Context: an optimization exercise on an open-source flow, tuned for small area, a short achievable clock period and few clock cycles. The choices shown serve that exercise and are no tape-out recipe.
RTL that was checked went through simulation tests only; none was proved equivalent to the original.
No functional check of the RTL was part of run 4.
No activity file was given, so power comes from the tool's default toggle rates.

==> design.v <==
`timescale 1ns / 1ps
module zig_zag_traversal (
    input clk,
    input reset,
    output reg done,
    input [5:0] ram_read_addr,
    output [7:0] ram_read_data,
    output [5:0] rom_addr,            
    input  [7:0] rom_data             
);
  reg [5:0] t;         
  reg       load;      
  reg [2:0] row, col;
  wire odd = row[0] ^ col[0];
  assign rom_addr = {row, col};
  always @(posedge clk or posedge reset) begin
    if (reset) begin
      row <= 3'd0;
      col <= 3'd0;
    end else if (!odd) begin
      if (row == 3'd7) col <= col + 3'd1;
      else begin
        row <= row + 3'd1;
        if (col != 3'd0) col <= col - 3'd1;
      end
    end else begin
      if (col == 3'd7) row <= row + 3'd1;
      else begin
        col <= col + 3'd1;
        if (row != 3'd0) row <= row - 3'd1;
      end
    end
  end
  reg  [7:0] c [0:63];
  wire [7:0] c_in [0:7];
  genvar g, h, b;
  generate
    for (h = 0; h < 8; h = h + 1) begin : ring
      wire fill = load && t[5:3] == h;
      for (b = 0; b < 8; b = b + 1) begin : bt
        zz_ao22 u (.a1(fill), .a2(rom_data[b]), .b1(~fill), .b2(c[8*h+7][b]),
                   .y(c_in[h][b]));
      end
    end
  endgenerate
  integer i, j;
  always @(posedge clk) begin
    for (i = 0; i < 8; i = i + 1) begin
      c[8*i] <= c_in[i];
      for (j = 1; j < 8; j = j + 1)
        c[8*i+j] <= c[8*i+j-1];
    end
  end
  wire [7:0] v [0:63];
  generate
    for (h = 0; h < 8; h = h + 1) begin : rd
      for (g = 0; g < 7; g = g + 1) begin : pos
        assign v[8*h+g] = c[8*h+g];
      end
      assign v[8*h+7] = c_in[h];
    end
  endgenerate
  wire [2:0] a_lo = ram_read_addr[2:0];
  wire [2:0] a_hi = ram_read_addr[5:3];
  wire [2:0] t_lo = t[2:0];
  wire [7:0] ring_sel, pos_sel;
  wire [2:0] p_lo;
  zz_pos3 up (.a(a_lo), .t(t_lo), .p(p_lo));
  generate
    for (g = 0; g < 8; g = g + 1) begin : dec
      assign pos_sel[g]  = (p_lo == g);
      assign ring_sel[g] = (a_hi == g);
    end
  endgenerate
  wire [7:0] pos [0:7];
  generate
    for (g = 0; g < 8; g = g + 1) begin : lvl1
      for (b = 0; b < 8; b = b + 1) begin : bt
        zz_sel8 u (.s(ring_sel),
                   .d({v[56+g][b], v[48+g][b], v[40+g][b], v[32+g][b],
                       v[24+g][b], v[16+g][b], v[8+g][b],  v[g][b]}),
                   .y(pos[g][b]));
      end
    end
    for (b = 0; b < 8; b = b + 1) begin : lvl2
      zz_sel8f u (.s(pos_sel),
                  .d({pos[7][b], pos[6][b], pos[5][b], pos[4][b],
                      pos[3][b], pos[2][b], pos[1][b], pos[0][b]}),
                  .y(ram_read_data[b]));
    end
  endgenerate
  always @(posedge clk or posedge reset) begin
    if (reset) begin
      t    <= 6'd0;
      done <= 1'b0;
      load <= 1'b1;
    end else begin
      t    <= t + 6'd1;
      done <= done | (t == 6'd62);
      load <= ~done;
    end
  end
endmodule
module zz_sel8 (
    input  [7:0] s,
    input  [7:0] d,
    output       y
);
  wire n0, n1, n2;
  zz_aoi222 u0 (.a1(s[0]), .a2(d[0]), .b1(s[1]), .b2(d[1]), .c1(s[2]), .c2(d[2]), .y(n0));
  zz_aoi222 u1 (.a1(s[3]), .a2(d[3]), .b1(s[4]), .b2(d[4]), .c1(s[5]), .c2(d[5]), .y(n1));
  zz_aoi22  u2 (.a1(s[6]), .a2(d[6]), .b1(s[7]), .b2(d[7]), .y(n2));
  zz_nand3  u3 (.a(n0), .b(n1), .c(n2), .y(y));
endmodule
module zz_sel8f (
    input  [7:0] s,
    input  [7:0] d,
    output       y
);
  wire n0, n1, n2, n3;
  zz_aoi22 u0 (.a1(s[0]), .a2(d[0]), .b1(s[1]), .b2(d[1]), .y(n0));
  zz_aoi22 u1 (.a1(s[2]), .a2(d[2]), .b1(s[3]), .b2(d[3]), .y(n1));
  zz_aoi22 u2 (.a1(s[4]), .a2(d[4]), .b1(s[5]), .b2(d[5]), .y(n2));
  zz_aoi22 u3 (.a1(s[6]), .a2(d[6]), .b1(s[7]), .b2(d[7]), .y(n3));
  zz_nand4 u4 (.a(n0), .b(n1), .c(n2), .d(n3), .y(y));
endmodule
module zz_pos3 (input [2:0] a, input [2:0] t, output [2:0] p);
  wire [2:0] n = ~a;
  wire c1 = t[0] & n[0];
  wire c2 = (t[1] & n[1]) | (c1 & (t[1] | n[1]));
  assign p[0] = t[0] ^ n[0];
  assign p[1] = t[1] ^ n[1] ^ c1;
  assign p[2] = t[2] ^ n[2] ^ c2;
endmodule
module zz_aoi222 (input a1, a2, b1, b2, c1, c2, output y);
  assign y = ~((a1 & a2) | (b1 & b2) | (c1 & c2));
endmodule
module zz_ao22 (input a1, a2, b1, b2, output y);
  assign y = (a1 & a2) | (b1 & b2);
endmodule
module zz_aoi22 (input a1, a2, b1, b2, output y);
  assign y = ~((a1 & a2) | (b1 & b2));
endmodule
module zz_nand3 (input a, b, c, output y);
  assign y = ~(a & b & c);
endmodule
module zz_nand4 (input a, b, c, d, output y);
  assign y = ~(a & b & c & d);
endmodule
==> flow/run.sh <==
#!/bin/bash
# Own flow: the standard layout, with these changes:
# - after synthesis, the read multiplexer's first-level a22oi gates, which
#   Yosys's mapper gives drive strength 2, are set to drive strength 1
#   (each drives one gate next to it); timing repair sizes up what needs it;
# - the port buffers are buf_4 cells, not the slow delay-buffer cells that
#   buffer_ports picks by default;
# - timing repair may size a cell to any strength, not just to cells of the
#   same footprint.
set -euo pipefail
cd "$(dirname "$0")/.."
bash standard.sh synth > synth.log 2>&1
openroad -no_init -exit flow/resize.tcl > resize.log 2>&1
bash standard.sh "BUFFER_PORTS_ARGS=-buffer_cell sky130_fd_sc_hd__buf_4" \
  MATCH_CELL_FOOTPRINT=0 finish > layout.log 2>&1
==> flow/resize.tcl <==
# Set the read multiplexer's first-level a22oi gates to drive strength 1.
set odb orfs/results/sky130hd/zig_zag_traversal/base/1_synth.odb
read_db $odb
set block [ord::get_db_block]
set db [ord::get_db]
set m1 [$db findMaster sky130_fd_sc_hd__a22oi_1]
set n 0
foreach inst [$block getInsts] {
  if {[[$inst getMaster] getName] ne "sky130_fd_sc_hd__a22oi_2"} { continue }
  set y [$inst findITerm Y]
  set net [$y getNet]
  if {$net eq "NULL"} { continue }
  if {[string match {lvl1*} [$net getName]]} {
    $inst swapMaster $m1
    incr n
  }
}
puts "resized $n a22oi gates to drive strength 1"
write_db $odb
==> standard.sh <==
#!/bin/bash
# synth_recipe.tcl (not shown) runs the flow's synth.tcl, then flattens the netlist and writes it again
# the make line also repeats each setting of config.mk as NAME=value (left out here)
make -C /OpenROAD-flow-scripts/flow DESIGN_CONFIG=/design/flow/config.mk WORK_HOME=/design/flow/orfs CLKGATE_MAP_FILE= SYNTH_SCRIPT=/design/flow/synth_recipe.tcl "${@:-finish}"
==> config.mk <==
export PLATFORM = sky130hd
export DESIGN_NAME = zig_zag_traversal
export DESIGN_NICKNAME = zig_zag_traversal
export VERILOG_FILES = /design/flow/design.v
export SDC_FILE = /design/flow/constraint.sdc
export NUM_CORES = 4
export LEC_CHECK = 0
export CAP_MARGIN = 20
export CORE_MARGIN = 2
export CORE_UTILIZATION = 65
export CTS_CLUSTER_DIAMETER = 100
export CTS_CLUSTER_SIZE = 30
export SETUP_SLACK_MARGIN = 3.0
export SLEW_MARGIN = 20
export SYNTH_HIERARCHICAL = 1
export SYNTH_MINIMUM_KEEP_SIZE = 0
==> constraint.sdc <==
create_clock -name core_clock -period 7.5 [get_ports {clk}]
set_input_delay 1.5000 -clock core_clock [delete_from_list [all_inputs] [get_ports {clk}]]
set_output_delay 1.5000 -clock core_clock [all_outputs]
set_load 0.01 [all_outputs]
==> flow_metrics.env, run 1 <==
export IMPL_fmaxAchievable_mhz=205
export IMPL_yosys_warnings=9
export IMPL_die_y_um=153
export IMPL_design_area_um2=16100
export IMPL_cts_htree_levels=1
export IMPL_holdPathStages=0
export IMPL_fillers=1461
export IMPL_grt_pass1_wl_mm=54.2
export IMPL_root_buffer="clkbuf_16"
export IMPL_p_leak_nw=6.48
export IMPL_routed_via_count=9233
export IMPL_dieArea_um2=23500
export IMPL_finClkSkew_ns=0.0153
export IMPL_rr_worst_depth=4
export IMPL_syn_avg_cell_area_um2=14.6
export IMPL_netlist_area_um2=14500
export IMPL_route_detailed_drc=0
export IMPL_cts_made_buffers=21
export IMPL_wl_mm=36.0
export IMPL_grt_pass1_vias=9164
export IMPL_critPathKind="input pin to output pin"
export IMPL_postSynthCellCount=993
export IMPL_period_minus_slack_ns=4.87
export IMPL_critPathCaptureType="output pin"
export IMPL_final_setup_viol_count=0
export IMPL_hpwlAfterDp_mm=21.2
export IMPL_peakVddDrop_mv=0.205
export IMPL_cts_hold_buf=0
export IMPL_die_width_um=153
export IMPL_syn_nets=1024
export IMPL_cts_buffer_depth=3
export IMPL_critPathLaunchType="input pin"
export IMPL_cts_sinks=526
export IMPL_crit_fanout=8
export IMPL_antenna_found_initial=0
export IMPL_min_period_over_period_pct=64.9
export IMPL_overflow=0
export IMPL_routed_via_density=6.79
export IMPL_min_path_type="flip-flop to flip-flop"
export IMPL_drtPass1Iterations=8
export IMPL_port_buffers=30
export IMPL_area_growth_pct=11.6
export IMPL_drt_iter0_drc=1469
export IMPL_track_usage_pct=29.7
export IMPL_multi_input_area_um2=3990
export IMPL_finalPower_mw=4.52
export IMPL_final_nets=1109
export IMPL_placed_area_um2=15200
export IMPL_rows=54
export IMPL_fin_setup_tns_ns=0
export IMPL_clk_pin_slew_worst_paths_ns=0.10
export IMPL_regArea_um2=10600
export IMPL_start_util_pct=66.3
export IMPL_tightestPinTransition_ns=0.588
export IMPL_wl_per_cell_um=26.5
export IMPL_io_pins=31
export IMPL_antenna_left=0
export IMPL_core_um2=21800
export IMPL_cellPowerDensity_nw_per_um2=280
export IMPL_status="no timing/DRC/antenna violations"
export IMPL_place_congestion=0.828
export IMPL_critPathArrivalTime_ns=3.37
export IMPL_hold_violations=0
export IMPL_required_ns=6.00
export IMPL_drive_gt1_share_pct=14.9
export IMPL_drv_cap=0
export IMPL_report_final_slew_viol_count=0
export IMPL_cts_tree="built"
export IMPL_rsz0062_at_grt="yes"
export IMPL_clock_latency_ns=0.54
export IMPL_grt_max_degree=65
export IMPL_num_antenna_cells=0
export IMPL_slew_headroom_pct=60.8
==> through the flow <==
stage               setup WS [ns]  hold slack, ns  utilization, %  instances
floorplan                    2.65           0.330               -        993
global placement             2.27           0.332            69.7       1315
detailed placement           2.22           0.336            69.7       1315
CTS                          2.65           0.344            73.3       1351
global route                 2.62           0.343            74.0       1359
finish                       2.63           0.339            74.0       1359
==> routing by layer <==
layer / vias to the layer above / track usage (%) / share of wire (%)
met2: 470 / 46.2 / 46
met1: 4566 / 42.9 / 44
met5: - / 0 / 0
met4: 0 / 9.22 / 2.0
met3: 57 / 5.27 / 8.9
li1: 4140 / - / -
==> sequential cells by signal, indices dropped and copies added (netlist names) <==
signal,cells
c,512
col,3
done,1
load,1
row,3
t,6
==> worst max-delay path, cell delays in order <==
cell and delay (ns):
buf_6 0.07, inv_4 0.03, ha_4 0.15, fa_2 0.34, xnor3_2 0.39, buf_6 0.14
nor3b_4 0.04, buf_6 0.15, a22oi_2 0.23, nand4_1 0.15, buf_4 0.17
==> where the power goes <==
part           internal (mW)  switching [mW]
clock                  0.518           0.789
sequential              2.90          0.0571
combinational          0.106           0.151
==> final timing paths <==
check	slack (ns)	endpoint	startpoint
worst max-delay path	2.63	ram_read_data[0]	ram_read_addr[0]
worst min-delay path	0.34	c[4][1]$_DFF_P_	c[3][1]$_DFF_P_
worst max register to register	5.40	c[8][6]$_DFF_P_	load$_DFF_PP1_
worst min register to register	0.34	c[4][1]$_DFF_P_	c[3][1]$_DFF_P_
max in group asynchronous	6.11	t[3]$_DFF_PP0_	reset
min in group asynchronous	1.00	col[0]$_DFFE_PP0P_	reset
==> cells in the final DEF (no fill, tap or decap), types with 3 or more instances in the layout <==
cell type / n
nand3_1: 67
a22oi_1: 64
a22oi_2: 32
nor3b_4: 5
ha_1: 13
nor2b_1: 3
xnor2_1: 3
clkbuf_16: 21
dfxtp_1: 512
nand2_1: 6
mux2i_1: 4
buf_4: 42
and3b_4: 3
nand4_1: 9
inv_1: 16
dfrtp_1: 12
buf_8: 4
buf_6: 13
nor2_4: 3
a222oi_1: 128
nand2_2: 3
nor2_1: 7
nand3_2: 3
a22o_1: 64
==> area by class of cell <==
class,count,share of cell area (%)
clock buffer,22,3.28
inverter,19,0.504
tap,280,2.17
multi-input combinational,449,24.7
clock inverter,2,0.155
timing repair buffer,61,3.48
sequential,526,65.7
==> timing repair <==
action / 4_1_cts / 5_1_grt
setup buffers: 9 / 7
pin swaps: 32 / 27
gates resized for setup: 41 / 21
hold endpoints to repair: 0 / 0
gates cloned: 3 / 1
endpoints found under the setup margin: 8 / 8
Testbench counts, summed over its fixed seeds: cycles 12,096.
==> run 2: changes to the inputs <==
--- a/flow/run.sh
+++ b/flow/run.sh
@@ -1,6 +1,6 @@
 #!/bin/bash
 # Own flow: the standard layout, with these changes:
-# - after synthesis, the read multiplexer's first-level a22oi gates, which
+# - after synthesis, the read multiplexer's a22oi gates, which
 #   Yosys's mapper gives drive strength 2, are set to drive strength 1
 #   (each drives one gate next to it); timing repair sizes up what needs it;
 # - the port buffers are buf_4 cells, not the slow delay-buffer cells that
--- a/flow/resize.tcl
+++ b/flow/resize.tcl
@@ -1,4 +1,4 @@
-# Set the read multiplexer's first-level a22oi gates to drive strength 1.
+# Set the read multiplexer's a22oi gates to drive strength 1.
 set odb orfs/results/sky130hd/zig_zag_traversal/base/1_synth.odb
 read_db $odb
 set block [ord::get_db_block]
@@ -10,7 +10,7 @@
   set y [$inst findITerm Y]
   set net [$y getNet]
   if {$net eq "NULL"} { continue }
-  if {[string match {lvl1*} [$net getName]]} {
+  if {[string match {lvl[12]*} [$net getName]]} {
     $inst swapMaster $m1
     incr n
   }
==> run 2 against run 1 <==
Still clean on timing, DRC and antenna. Fmax fell by 0.46%. Non-clock buffer count decreased by 4. Register-to-register slack worse by 0.15 ns. Clock skew is 0.0021 ns higher. Cell count fell by 0.66%. Via count shrank 3.2%. Sequential share of layout area grew 0.85 points. Cell area shrank 1.3%. Critical path depth decreased by 1. Die area decreased by 1.1%. Utilization fell by 0.50 points. Total power is 0.61% lower.
==> flow_metrics.env, run 2 <==
export IMPL_rsz0062_at_grt="yes"
export IMPL_grt_max_degree=65
export IMPL_fillers=1476
export IMPL_final_setup_viol_count=0
export IMPL_postSynthCellCount=993
export IMPL_critPathLaunchType="input pin"
export IMPL_drt_iter0_drc=1158
export IMPL_rr_endpoint="c[56][0]$_DFF_P_"
export IMPL_wl_mm=33.5
export IMPL_finClkSkew_ns=0.0173
export IMPL_num_antenna_cells=0
export IMPL_place_congestion=0.813
export IMPL_io_pins=31
export IMPL_holdCritStartpoint="c[28][5]$_DFF_P_"
export IMPL_clk_pin_slew_worst_paths_ns=0.11
export IMPL_clock_latency_ns=0.54
export IMPL_drive_gt1_share_pct=12.1
export IMPL_cts_sinks=526
export IMPL_track_usage_pct=28.6
export IMPL_r2r_start="t[3]$_DFF_PP0_"
export IMPL_reg_top3="c x512, t x6"
export IMPL_area_growth_pct=11.3
export IMPL_period_minus_slack_ns=4.89
export IMPL_final_nets=1101
export IMPL_die_width_um=152
export IMPL_routed_via_density=6.62
export IMPL_rows=54
export IMPL_core_um2=21700
export IMPL_tightestPinTransition_ns=0.720
export IMPL_critPathKind="input pin to output pin"
export IMPL_yosys_warnings=9
export IMPL_crit_end="ram_read_data[1]"
export IMPL_rrSetupSlack_ns=5.25
export IMPL_syn_nets=1024
export IMPL_report_final_slew_viol_count=0
export IMPL_overflow=0
export IMPL_critPathCaptureType="output pin"
export IMPL_die_y_um=152
export IMPL_slew_headroom_pct=51.8
export IMPL_cts_hold_buf=0
export IMPL_port_buffers=30
export IMPL_cts_buffer_depth=3
export IMPL_cts_tree="built"
export IMPL_crit_fanout=8
export IMPL_start_util_pct=66.0
export IMPL_peakVddDrop_mv=0.238
export IMPL_cellPowerDensity_nw_per_um2=282
export IMPL_min_period_over_period_pct=65.2
export IMPL_dieArea_um2=23200
export IMPL_grt_pass1_wl_mm=52.2
export IMPL_routed_via_count=8937
export IMPL_setup_ws_ns=2.61
export IMPL_drv_cap=0
export IMPL_status="no timing/DRC/antenna violations"
export IMPL_largest_register_ffs=512
export IMPL_rr_worst_depth=3
export IMPL_antenna_found_initial=0
export IMPL_hpwlAfterDp_mm=19.9
export IMPL_route_detailed_drc=0
export IMPL_netlist_area_um2=14300
export IMPL_regMostFlops="c"
export IMPL_regArea_um2=10600
export IMPL_fin_setup_tns_ns=0
export IMPL_drtPass1Iterations=8
export IMPL_required_ns=6.00
export IMPL_fmaxAchievable_mhz=204
export IMPL_final_cell_mix="512 x dfxtp_1, 128 x a222oi_1, 89 x a22oi_1"
export IMPL_critPathArrivalTime_ns=3.39
export IMPL_hold_violations=0
export IMPL_p_leak_nw=6.41
export IMPL_cts_htree_levels=1
export IMPL_crit_start="ram_read_addr[0]"
export IMPL_post_place_ws_ns=1.95
export IMPL_cts_made_buffers=21
export IMPL_multi_input_area_um2=3840
export IMPL_syn_avg_cell_area_um2=14.4
export IMPL_min_path_type="flip-flop to flip-flop"
export IMPL_grt_pass1_vias=9138
export IMPL_final_common_cell="dfxtp_1"
export IMPL_wl_per_cell_um=24.8
export IMPL_root_buffer="clkbuf_16"
export IMPL_antenna_left=0
[run 2: where the power goes]
| group | internal, mW | switching (mW) |
|---|---|---|
| sequential | 2.90 | 0.0540 |
| clock | 0.515 | 0.785 |
| combinational | 0.0999 | 0.139 |
[run 2: timing repair]
| action | 4_1_cts | 5_1_grt |
|---|---|---|
| pin swaps | 19 | 13 |
| gates resized for setup | 40 | 15 |
| setup endpoints to repair | 8 | 8 |
| setup buffers | 15 | 2 |
[run 2: worst max-delay path, cell delays in order]
cell and delay (ns):
buf_6 0.07, inv_4 0.03, ha_4 0.14, fa_2 0.32
xnor3_2 0.45, nor3b_4 0.33, buf_12 0.18, a22oi_2 0.07
nand4_1 0.13, buf_4 0.15
[run 2: how the worst min path moves through the flow]
stage                       endpoint  slack, ns  cells after the start
floorplan            c[1][0]$_DFF_P_       0.33                      0
global route        c[29][5]$_DFF_P_       0.34                      0
global placement    c[33][6]$_DFF_P_       0.33                      0
finish              c[29][5]$_DFF_P_       0.34                      0
CTS                 c[37][5]$_DFF_P_       0.34                      0
detailed placement  c[10][6]$_DFF_P_       0.33                      0
[run 2: final cells by class]
type	count	share of cell area, %
tap	280	2.20
clock inverter	1	0.102
multi-input combinational	445	24.1
clock buffer	22	3.32
timing repair buffer	57	3.19
inverter	19	0.558
sequential	526	66.5
[run 2: metrics by stage]
| step | std cells | util (%) | power [mW] | hold slack (ns) | cell area (um^2) |
|---|---|---|---|---|---|
| floorplan | 993 | - | 3.13 | 0.330 | 14400 |
| global placement | 1310 | 69.2 | 3.23 | 0.332 | 15000 |
| detailed placement | 1310 | 69.2 | 3.23 | 0.335 | 15000 |
| CTS | 1348 | 73.1 | 4.51 | 0.344 | 15900 |
| global route | 1350 | 73.5 | 4.64 | 0.339 | 15900 |
| finish | 1350 | 73.5 | 4.50 | 0.337 | 15900 |
[run 2: routing by layer]
metal  vias up  track usage [%]  routed length, um
met1      4410             41.1              14700
met5         -                0                  0
met2       346             46.2              15500
met3        70             3.47               2360
met4         0             8.54                975
li1       4111                -                  -
==> run 3: changes to the inputs <==
--- a/design.v
+++ b/design.v
@@ -36,11 +36,7 @@
   genvar g, h, b;
   generate
     for (h = 0; h < 8; h = h + 1) begin : ring
-      wire fill = load && t[5:3] == h;
-      for (b = 0; b < 8; b = b + 1) begin : bt
-        zz_ao22 u (.a1(fill), .a2(rom_data[b]), .b1(~fill), .b2(c[8*h+7][b]),
-                   .y(c_in[h][b]));
-      end
+      assign c_in[h] = (load && t[5:3] == h) ? rom_data : c[8*h+7];
     end
   endgenerate
   integer i, j;
@@ -64,11 +60,10 @@
   wire [2:0] a_hi = ram_read_addr[5:3];
   wire [2:0] t_lo = t[2:0];
   wire [7:0] ring_sel, pos_sel;
-  wire [2:0] p_lo;
-  zz_pos3 up (.a(a_lo), .t(t_lo), .p(p_lo));
   generate
     for (g = 0; g < 8; g = g + 1) begin : dec
-      assign pos_sel[g]  = (p_lo == g);
+      wire [2:0] k_lo = t_lo - 3'd1 - g;
+      zz_eq3 ul (.a(a_lo), .k(k_lo), .y(pos_sel[g]));
       assign ring_sel[g] = (a_hi == g);
     end
   endgenerate
@@ -124,19 +119,11 @@
   zz_aoi22 u3 (.a1(s[6]), .a2(d[6]), .b1(s[7]), .b2(d[7]), .y(n3));
   zz_nand4 u4 (.a(n0), .b(n1), .c(n2), .d(n3), .y(y));
 endmodule
-module zz_pos3 (input [2:0] a, input [2:0] t, output [2:0] p);
-  wire [2:0] n = ~a;
-  wire c1 = t[0] & n[0];
-  wire c2 = (t[1] & n[1]) | (c1 & (t[1] | n[1]));
-  assign p[0] = t[0] ^ n[0];
-  assign p[1] = t[1] ^ n[1] ^ c1;
-  assign p[2] = t[2] ^ n[2] ^ c2;
+module zz_eq3 (input [2:0] a, input [2:0] k, output y);
+  assign y = (a == k);
 endmodule
 module zz_aoi222 (input a1, a2, b1, b2, c1, c2, output y);
   assign y = ~((a1 & a2) | (b1 & b2) | (c1 & c2));
-endmodule
-module zz_ao22 (input a1, a2, b1, b2, output y);
-  assign y = (a1 & a2) | (b1 & b2);
 endmodule
 module zz_aoi22 (input a1, a2, b1, b2, output y);
   assign y = ~((a1 & a2) | (b1 & b2));
==> run.sh (new file) <==
#!/bin/bash
# synth_recipe.tcl (not shown) runs the flow's synth.tcl, then flattens the netlist and writes it again
# the make line also repeats each setting of config.mk as NAME=value (left out here)
make -C /OpenROAD-flow-scripts/flow DESIGN_CONFIG=/design/flow/config.mk WORK_HOME=/design/flow/orfs CLKGATE_MAP_FILE= SYNTH_SCRIPT=/design/flow/synth_recipe.tcl finish
--- a/config.mk
+++ b/config.mk
@@ -7,10 +7,10 @@
 export LEC_CHECK = 0
 export CAP_MARGIN = 20
 export CORE_MARGIN = 2
-export CORE_UTILIZATION = 65
+export CORE_UTILIZATION = 40
 export CTS_CLUSTER_DIAMETER = 100
 export CTS_CLUSTER_SIZE = 30
-export SETUP_SLACK_MARGIN = 3.0
+export SETUP_SLACK_MARGIN = 2.5
 export SLEW_MARGIN = 20
 export SYNTH_HIERARCHICAL = 1
 export SYNTH_MINIMUM_KEEP_SIZE = 0
removed: flow/run.sh
removed: flow/resize.tcl
removed: standard.sh
==> run 3 against run 2 <==
Highest routed layer unchanged. Cell area up 9.0%. Global-route usage down 11 points. Sequential power is essentially flat. Die area up 71%. Combinational power is 3% higher. Utilization shrank 27 points. Synthesized area rose by 6.5%. Still clean. Critical path depth did not move. Synthesized cell count increased by 2.3%. Clock-buffer cell count grew 1. Sequential share of layout area down 5.5 points. Largest power group unchanged. Clock power hardly changed.
==> flow_metrics.env, run 3 <==
export IMPL_holdWs_ns=0.346
export IMPL_status="no timing/DRC/antenna violations"
export IMPL_track_usage_pct=17.9
export IMPL_die_y_um=199
export IMPL_min_period_over_period_pct=67.1
export IMPL_overflow=0
export IMPL_synthFlopType="dfxtp_1"
export IMPL_peakVddDrop_mv=0.176
export IMPL_yosys_warnings=9
export IMPL_hold_violations=0
export IMPL_holdCritStartpoint="c[29][5]$_DFF_P_"
export IMPL_setup_ws_ns=2.46
export IMPL_wl_mm=35.5
export IMPL_clock_latency_ns=0.56
export IMPL_clock_power_share_pct=29.3
export IMPL_route_detailed_drc=0
export IMPL_routed_via_density=5.45
export IMPL_synth_cell_types=39
export IMPL_drive_gt1_share_pct=24.2
export IMPL_start_util_pct=40.6
export IMPL_slew_headroom_pct=60.1
export IMPL_final_common_cell="dfxtp_1"
export IMPL_num_antenna_cells=0
export IMPL_cts_htree_levels=1
export IMPL_yosysSeqAreaShare_pct=69.6
export IMPL_p_comb_share_pct=5.4
export IMPL_die_width_um=199
export IMPL_period_minus_slack_ns=5.04
export IMPL_cellPowerDensity_nw_per_um2=261
export IMPL_port_buffers=30
export IMPL_crit_fanout=16
export IMPL_area_growth_pct=14.0
export IMPL_grt_pass1_wl_mm=53.6
export IMPL_critPathCaptureType="output pin"
export IMPL_required_ns=6.00
export IMPL_drt_iter0_drc=1208
export IMPL_rows=71
export IMPL_switching_share_pct=22.2
export IMPL_final_nets=1150
export IMPL_yosysMostFrequentCell="dfxtp_1"
export IMPL_largest_register_ffs=512
export IMPL_cts_tree="built"
export IMPL_rrSetupSlack_ns=5.77
export IMPL_report_final_slew_viol_count=0
export IMPL_design_area_um2=17400
export IMPL_dieArea_um2=39700
export IMPL_cts_buffer_depth=3
export IMPL_io_pins=31
export IMPL_holdPathStages=0
export IMPL_rsz0062_at_grt="yes"
export IMPL_grt_pass1_vias=8790
export IMPL_syn_avg_cell_area_um2=15.0
export IMPL_finClkSkew_ns=0.0306
export IMPL_clk_pin_slew_worst_paths_ns=0.11
export IMPL_async_flop_share_pct=2.66
export IMPL_syn_nets=1048
export IMPL_fmaxAchievable_mhz=199
export IMPL_drtPass1Iterations=9
export IMPL_netlist_area_um2=15200
export IMPL_critPathLaunchType="input pin"
export IMPL_critPathArrivalTime_ns=3.54
export IMPL_routed_via_count=8890
export IMPL_r2r_start="load$_DFF_PP1_"
export IMPL_synth_common_cells="512 x dfxtp_1, 128 x a222oi_1, 96 x a22oi_2"
export IMPL_pwr_share_seq_pct=65.3
export IMPL_synth_top_area_cell="dfxtp_1"
export IMPL_placed_area_um2=16400
export IMPL_antenna_left=0
export IMPL_postSynthCellCount=1016
export IMPL_yosys_top_cells_area="dfxtp_1 67%, a222oi_1 8.4%, a22oi_2 7.9%"
export IMPL_core_um2=37600
export IMPL_p_switching_mw=1.01
export IMPL_post_place_ws_ns=1.40
export IMPL_final_cell_mix="512 x dfxtp_1, 128 x a222oi_1, 96 x a22oi_2"
export IMPL_cts_sinks=526
export IMPL_tightestPinTransition_ns=0.599
export IMPL_fin_setup_tns_ns=0
export IMPL_netlist_area_leader_share_pct=67.2
export IMPL_ys_seq_elements=526
export IMPL_antenna_found_initial=0
export IMPL_internal_power_mw=3.53
export IMPL_min_path_type="flip-flop to flip-flop"
export IMPL_final_cells=1631
export IMPL_regMostFlops="c"
export IMPL_whs_endpoint="c[30][5]$_DFF_P_"
export IMPL_rr_endpoint="c[32][7]$_DFF_P_"
export IMPL_synth_edf_count=0
export IMPL_wl_per_cell_um=21.8
export IMPL_final_setup_viol_count=0
export IMPL_place_congestion=0.766
export IMPL_p_leak_nw=6.66
export IMPL_root_buffer="clkbuf_16"
export IMPL_grt_max_degree=65
export IMPL_hpwlAfterDp_mm=20.8
export IMPL_cts_made_buffers=21
export IMPL_place_inst=1568
export IMPL_drv_cap=0
export IMPL_rr_worst_depth=4
export IMPL_critPathKind="input pin to output pin"
export IMPL_reg_top3="c x512, t x6"
-- run 3: cell types whose count changed in the layout (fill, tap and decap cells not counted), sizes merged, moves of 4 or more --
cell           change
a22o              -64
buf                -4
clkdlybuf4s50     +10
dlygate4sd2       +13
mux2              +64
nand2              -5
nand3              -4
nor3               +9
xor2              +26
-- run 3: power groups by stage --
stage          Sequential, mW  Combinational [mW]  Clock [mW]
4_1_cts                  2.96               0.246        1.36
2_1_floorplan            3.01               0.143           0
5_1_grt                  2.98               0.262        1.46
3_3_place_gp             3.02               0.233           0
6_report                 2.96               0.245        1.33
3_5_place_dp             3.03               0.234           0
-- run 3: final cells by class --
class                           count  area (um^2)
Inverter                           15         60.1
Fill cell                        3320        20200
Clock buffer                       23          533
Clock inverter                      2         25.0
Multi-Input combinational cell    474         4680
Tap cell                          511          639
Sequential cell                   526        10600
Timing Repair Buffer               80          831
-- run 3: through the flow --
| stage | total power, mW | util, % |
|---|---|---|
| CTS | 4.57 | 46.2 |
| global placement | 3.26 | 43.6 |
| global route | 4.70 | 46.2 |
| finish | 4.54 | 46.2 |
| floorplan | 3.15 | - |
| detailed placement | 3.26 | 43.6 |
-- run 3: Yosys stat by module (local to each module, per instance), a selection --
module / times used / flip-flops and latches / area, um^2
zz_nand4: 8 / 0 / 6.26
zz_eq3: 8 / 0 / 36.3
zig_zag_traversal: 1 / 526 / 12100
zz_aoi22: 96 / 0 / 12.5
zz_nand3: 64 / 0 / 5.00
zz_aoi222: 128 / 0 / 10.0
-- run 3: cells by family (layout without fill, tap and decap cells) --
logic type / count (synthesis) / count (layout) / synth area share, %
buf+inv: 21 / 120 / 0.673
compound gates: 232 / 232 / 16.7
fa+ha+maj: 16 / 16 / 1.31
xor+xnor: 34 / 34 / 1.95
mux: 68 / 68 / 5.04
flops: 526 / 526 / 69.6
simple gates: 119 / 124 / 4.79
-- run 3: layer usage --
layer | global-route usage [%] | vias to the layer above | routed length (um)
met5 | 0 | - | 0
met2 | 28.2 | 249 | 16000
met4 | 3.68 | 0 | 663
met1 | 26.3 | 4406 | 17000
met3 | 2.38 | 42 | 1880
li1 | - | 4193 | -
-- run 3: worst max-delay path by stage --
stage	from	to	slack, ns	cells after the start
3_3_place_gp	ram_read_addr[5]	ram_read_data[2]	1.45	8
2_1_floorplan	ram_read_addr[4]	ram_read_data[0]	2.59	6
3_5_place_dp	ram_read_addr[5]	ram_read_data[2]	1.40	8
6_report	ram_read_addr[3]	ram_read_data[2]	2.46	10
5_1_grt	ram_read_addr[3]	ram_read_data[2]	2.36	10
4_1_cts	ram_read_addr[4]	ram_read_data[2]	2.46	10
-- run 3: critical path: stages --
cell and delay (ns):
buf_6 0.16, nand2_4 0.11, nor2_4 0.07, buf_4 0.14, buf_4 0.19, a222oi_1 0.39, nand3_1 0.14, a22oi_2 0.19
nand4_1 0.14, clkdlybuf4s50_1 0.50
-- run 3: timing repair --
item	in CTS	in global routing
gates resized for setup	56	7
pin swaps	26	11
cloned	5	0
buffers inserted	33	0
hold buffers	0	0
endpoints found under the setup margin	8	7
Testbench counts of run 3, summed over its fixed seeds: cycles 12,096.
==> run 4: changes to the inputs <==
--- a/design.v
+++ b/design.v
@@ -71,10 +71,10 @@
   generate
     for (g = 0; g < 8; g = g + 1) begin : lvl1
       for (b = 0; b < 8; b = b + 1) begin : bt
-        zz_sel8 u (.s(ring_sel),
-                   .d({v[56+g][b], v[48+g][b], v[40+g][b], v[32+g][b],
-                       v[24+g][b], v[16+g][b], v[8+g][b],  v[g][b]}),
-                   .y(pos[g][b]));
+        zz_sel8f u (.s(ring_sel),
+                    .d({v[56+g][b], v[48+g][b], v[40+g][b], v[32+g][b],
+                        v[24+g][b], v[16+g][b], v[8+g][b],  v[g][b]}),
+                    .y(pos[g][b]));
       end
     end
     for (b = 0; b < 8; b = b + 1) begin : lvl2
@@ -96,17 +96,6 @@
     end
   end
 endmodule
-module zz_sel8 (
-    input  [7:0] s,
-    input  [7:0] d,
-    output       y
-);
-  wire n0, n1, n2;
-  zz_aoi222 u0 (.a1(s[0]), .a2(d[0]), .b1(s[1]), .b2(d[1]), .c1(s[2]), .c2(d[2]), .y(n0));
-  zz_aoi222 u1 (.a1(s[3]), .a2(d[3]), .b1(s[4]), .b2(d[4]), .c1(s[5]), .c2(d[5]), .y(n1));
-  zz_aoi22  u2 (.a1(s[6]), .a2(d[6]), .b1(s[7]), .b2(d[7]), .y(n2));
-  zz_nand3  u3 (.a(n0), .b(n1), .c(n2), .y(y));
-endmodule
 module zz_sel8f (
     input  [7:0] s,
     input  [7:0] d,
@@ -122,14 +111,8 @@
 module zz_eq3 (input [2:0] a, input [2:0] k, output y);
   assign y = (a == k);
 endmodule
-module zz_aoi222 (input a1, a2, b1, b2, c1, c2, output y);
-  assign y = ~((a1 & a2) | (b1 & b2) | (c1 & c2));
-endmodule
 module zz_aoi22 (input a1, a2, b1, b2, output y);
   assign y = ~((a1 & a2) | (b1 & b2));
-endmodule
-module zz_nand3 (input a, b, c, output y);
-  assign y = ~(a & b & c);
 endmodule
 module zz_nand4 (input a, b, c, d, output y);
   assign y = ~(a & b & c & d);
==> flow/run.sh (new file) <==
#!/bin/bash
# Own flow: the standard layout, with these changes:
# - after synthesis, the read multiplexer's first-level a22oi gates, which
#   Yosys's mapper gives drive strength 2, are set to drive strength 1
#   (each drives one gate next to it); timing repair sizes up what needs it;
# - the port buffers are buf_4 cells, not the slow delay-buffer cells that
#   buffer_ports picks by default;
# - timing repair may size a cell to any strength, not just to cells of the
#   same footprint.
set -euo pipefail
cd "$(dirname "$0")/.."
bash standard.sh synth > synth.log 2>&1
openroad -no_init -exit flow/resize.tcl > resize.log 2>&1
bash standard.sh "BUFFER_PORTS_ARGS=-buffer_cell sky130_fd_sc_hd__buf_4" \
  MATCH_CELL_FOOTPRINT=0 finish > layout.log 2>&1
==> flow/resize.tcl (new file) <==
# Set the read multiplexer's first-level a22oi gates to drive strength 1.
set odb orfs/results/sky130hd/zig_zag_traversal/base/1_synth.odb
read_db $odb
set block [ord::get_db_block]
set db [ord::get_db]
set m1 [$db findMaster sky130_fd_sc_hd__a22oi_1]
set n 0
foreach inst [$block getInsts] {
  if {[[$inst getMaster] getName] ne "sky130_fd_sc_hd__a22oi_2"} { continue }
  set y [$inst findITerm Y]
  set net [$y getNet]
  if {$net eq "NULL"} { continue }
  if {[string match {lvl1*} [$net getName]]} {
    $inst swapMaster $m1
    incr n
  }
}
puts "resized $n a22oi gates to drive strength 1"
write_db $odb
==> standard.sh (new file) <==
#!/bin/bash
# synth_recipe.tcl (not shown) runs the flow's synth.tcl, then flattens the netlist and writes it again
# the make line also repeats each setting of config.mk as NAME=value (left out here)
make -C /OpenROAD-flow-scripts/flow DESIGN_CONFIG=/design/flow/config.mk WORK_HOME=/design/flow/orfs CLKGATE_MAP_FILE= SYNTH_SCRIPT=/design/flow/synth_recipe.tcl "${@:-finish}"
removed: run.sh
==> run 4 against run 3 <==
Still clean on timing, DRC and antenna. Sequential cell count unchanged. Sequential share of layout area grew 1.9 points. Global-route usage decreased by 0.20 points. Fmax rose by 2.0%. Combinational power down 9.0%. Clock power hardly changed. Cell area fell by 3.0%. Largest cell class unchanged. Largest power group unchanged.
==> flow_metrics.env, run 4 <==
export IMPL_status="no timing/DRC/antenna violations"
export IMPL_cts_tree="built"
export IMPL_drt_iter0_drc=684
export IMPL_final_setup_viol_count=0
export IMPL_peakVddDrop_mv=0.172
export IMPL_cellPowerDensity_nw_per_um2=268
export IMPL_reg_top3="c x512, t x6"
export IMPL_fillers=3421
export IMPL_grt_pass1_wl_mm=52.8
export IMPL_p_leak_nw=6.38
export IMPL_required_ns=6.00
export IMPL_critPathCaptureType="output pin"
export IMPL_largest_register_ffs=512
export IMPL_grt_max_degree=65
export IMPL_routed_via_count=9002
export IMPL_final_common_cell="dfxtp_1"
export IMPL_area_growth_pct=11.2
export IMPL_cts_sinks=526
export IMPL_route_detailed_drc=0
export IMPL_syn_nets=1112
export IMPL_drv_cap=0
export IMPL_dieArea_um2=39500
export IMPL_core_um2=37500
export IMPL_regMostFlops="c"
export IMPL_r2r_start="load$_DFF_PP1_"
export IMPL_die_width_um=199
export IMPL_critPathLaunchType="input pin"
export IMPL_cts_htree_levels=1
export IMPL_whs_endpoint="c[22][5]$_DFF_P_"
export IMPL_grt_pass1_vias=8864
export IMPL_wl_per_cell_um=21.4
export IMPL_rr_endpoint="c[0][2]$_DFF_P_"
export IMPL_io_pins=31
export IMPL_rsz0062_at_grt="yes"
export IMPL_holdCritStartpoint="c[21][5]$_DFF_P_"
export IMPL_netlist_area_um2=15200
export IMPL_holdPathStages=0
export IMPL_period_minus_slack_ns=4.93
export IMPL_final_nets=1189
export IMPL_drtPass1Iterations=5
export IMPL_root_buffer="clkbuf_16"
export IMPL_wl_mm=35.8
export IMPL_num_antenna_cells=0
export IMPL_start_util_pct=40.4
export IMPL_die_y_um=199
export IMPL_yosys_warnings=9
export IMPL_track_usage_pct=17.7
export IMPL_min_period_over_period_pct=65.8
export IMPL_critPathArrivalTime_ns=3.43
export IMPL_rr_worst_depth=3
export IMPL_antenna_found_initial=0
export IMPL_place_congestion=0.758
export IMPL_antenna_left=0
export IMPL_placed_area_um2=16200
export IMPL_slew_headroom_pct=41.8
export IMPL_cts_made_buffers=21
export IMPL_final_cell_mix="512 x dfxtp_1, 256 x a22oi_1, 73 x nand4_1"
export IMPL_fmaxAchievable_mhz=203
export IMPL_report_final_slew_viol_count=0
export IMPL_path_cells="buf_4, nor3_4, buf_4, a22oi_1, nand4_1, a22oi_2, nand4_1, buf_4"
export IMPL_design_area_um2=16900
export IMPL_drive_gt1_share_pct=17.5
export IMPL_crit_path_top_delay_cell="buf_4"
export IMPL_port_buffers=30
export IMPL_critPathKind="input pin to output pin"
export IMPL_clk_pin_slew_worst_paths_ns=0.11
export IMPL_overflow=0
export IMPL_crit_fanout=64
export IMPL_cpPeakStageDelay_ns=0.61
export IMPL_path_common_cell="buf_4"
export IMPL_cts_hold_buf=0
export IMPL_finClkSkew_ns=0.0199
export IMPL_hold_violations=0
export IMPL_clock_latency_ns=0.55
export IMPL_cts_buffer_depth=3
export IMPL_tightestPinTransition_ns=0.870
export IMPL_routed_via_density=5.39
export IMPL_min_path_type="flip-flop to flip-flop"
export IMPL_postSynthCellCount=1080
export IMPL_rows=71
export IMPL_fin_setup_tns_ns=0
export IMPL_hpwlAfterDp_mm=21.5
export IMPL_rrSetupSlack_ns=5.53
export IMPL_syn_avg_cell_area_um2=14.0
run 4: changes by cell type in the layout (fill, tap and decap cells not counted), moves of 3 or more:
cell / before / now
dlygate4sd2_1: 13 / 0
a22oi_1: 0 / 256
buf_4: 34 / 55
a222oi_1: 128 / 0
a22oi_2: 96 / 32
buf_6: 7 / 1
nand3_1: 67 / 3
buf_12: 11 / 1
nand4_1: 9 / 73
dlymetal6s2s_1: 3 / 0
clkdlybuf4s50_1: 10 / 0
run 4: metal layers:
layer / vias to the layer above / track usage (%) / routed length (um)
met1: 4523 / 25.0 / 16900
met2: 175 / 29.4 / 16800
met3: 38 / 2.09 / 1410
met5: - / 0 / 0
li1: 4266 / - / -
met4: 0 / 3.59 / 711
run 4: area by class of cell:
cell class	count	area (um^2)	share of cell area (%)
Sequential cell	526	10600	62.9
Multi-Input combinational cell	536	4550	27.0
Tap cell	511	639	3.79
Clock buffer	22	529	3.14
Timing Repair Buffer	57	444	2.64
Inverter	15	60.1	0.356
Clock inverter	2	25.0	0.148
run 4: worst max-delay path, delay by kind of cell:
kind,cells,cell delay (ns)
buffers and inverters,3,0.95
AOI/OAI and AO/OA,2,0.35
and+or+nand+nor,3,0.53
run 4: worst max path at each step:
stage | startpoint | to | slack (ns) | cells past startpoint
after floorplan | ram_read_addr[5] | ram_read_data[0] | 2.61 | 5
after global placement | ram_read_addr[4] | ram_read_data[0] | 2.30 | 9
after detailed placement | ram_read_addr[3] | ram_read_data[0] | 2.27 | 9
after CTS | t[3]$_DFF_PP0_ | ram_read_data[0] | 2.42 | 7
after global routing | ram_read_addr[5] | ram_read_data[0] | 2.50 | 8
final | ram_read_addr[5] | ram_read_data[0] | 2.57 | 8
run 4: where the power goes:
group	internal [mW]	total, mW	switching, mW
logic	0.0875	0.223	0.136
clock network	0.518	1.33	0.808
registers	2.91	2.96	0.0532
run 4: metrics by stage:
step                      power, mW  hold WS (ns)  utilization, %  cells  setup WS (ns)
after floorplan                3.14         0.331               -   1080           2.61
final                          4.51         0.348            45.0   1669           2.57
after CTS                      4.55         0.349            44.6   1657           2.42
after global placement         3.24         0.333            43.1   1631           2.30
after detailed placement       3.24         0.336            43.1   1631           2.27
after global routing           4.67         0.356            45.0   1669           2.50
run 4: timing repair:
item	in CTS	in global routing
pin swaps	2	3
resized for setup	3	6
gates cloned	1	2
buffers inserted	1	10
endpoints found under the setup margin	7	8

==> what the ideal ports hide <==
Ports are ideal in the flow. The routed layouts listed here were re-timed in OpenROAD.
Step 1 sets driving cells, clkbuf_16 on the clock port and buf_2 on the other inputs (assumed; they add their load-dependent delay and slew).
Step 2 adds t to the input delays and takes it off the output delays; t is the mean of the earliest and latest rising clock arrival at the registers after step 1. Input paths then give back, and output paths get back, about the clock's delay inside the block.
Slacks: ideal ports / drivers / drivers and shift; pairs: ideal ports / drivers.
run | t (ns) | setup WS [ns] | worst register clock-pin slew, ns | worst slew at a driven data input, ns
run 1 | 0.586 | 2.632 / 2.592 / 2.592 | 0.11 / 0.11 | 0.05
run 2 | 0.578 | 2.610 / 2.572 / 2.572 | 0.11 / 0.11 | 0.04
run 3 | 0.595 | 2.464 / 2.430 / 2.430 | 0.12 / 0.12 | 0.04
run 4 | 0.592 | 2.565 / 2.540 / 2.540 | 0.11 / 0.11 | 0.08
After both steps setup and hold are still met in every run listed. The setup slack of run 1, which loses most, moves by -0.040 ns with the drivers and by -0.040 ns with both steps.
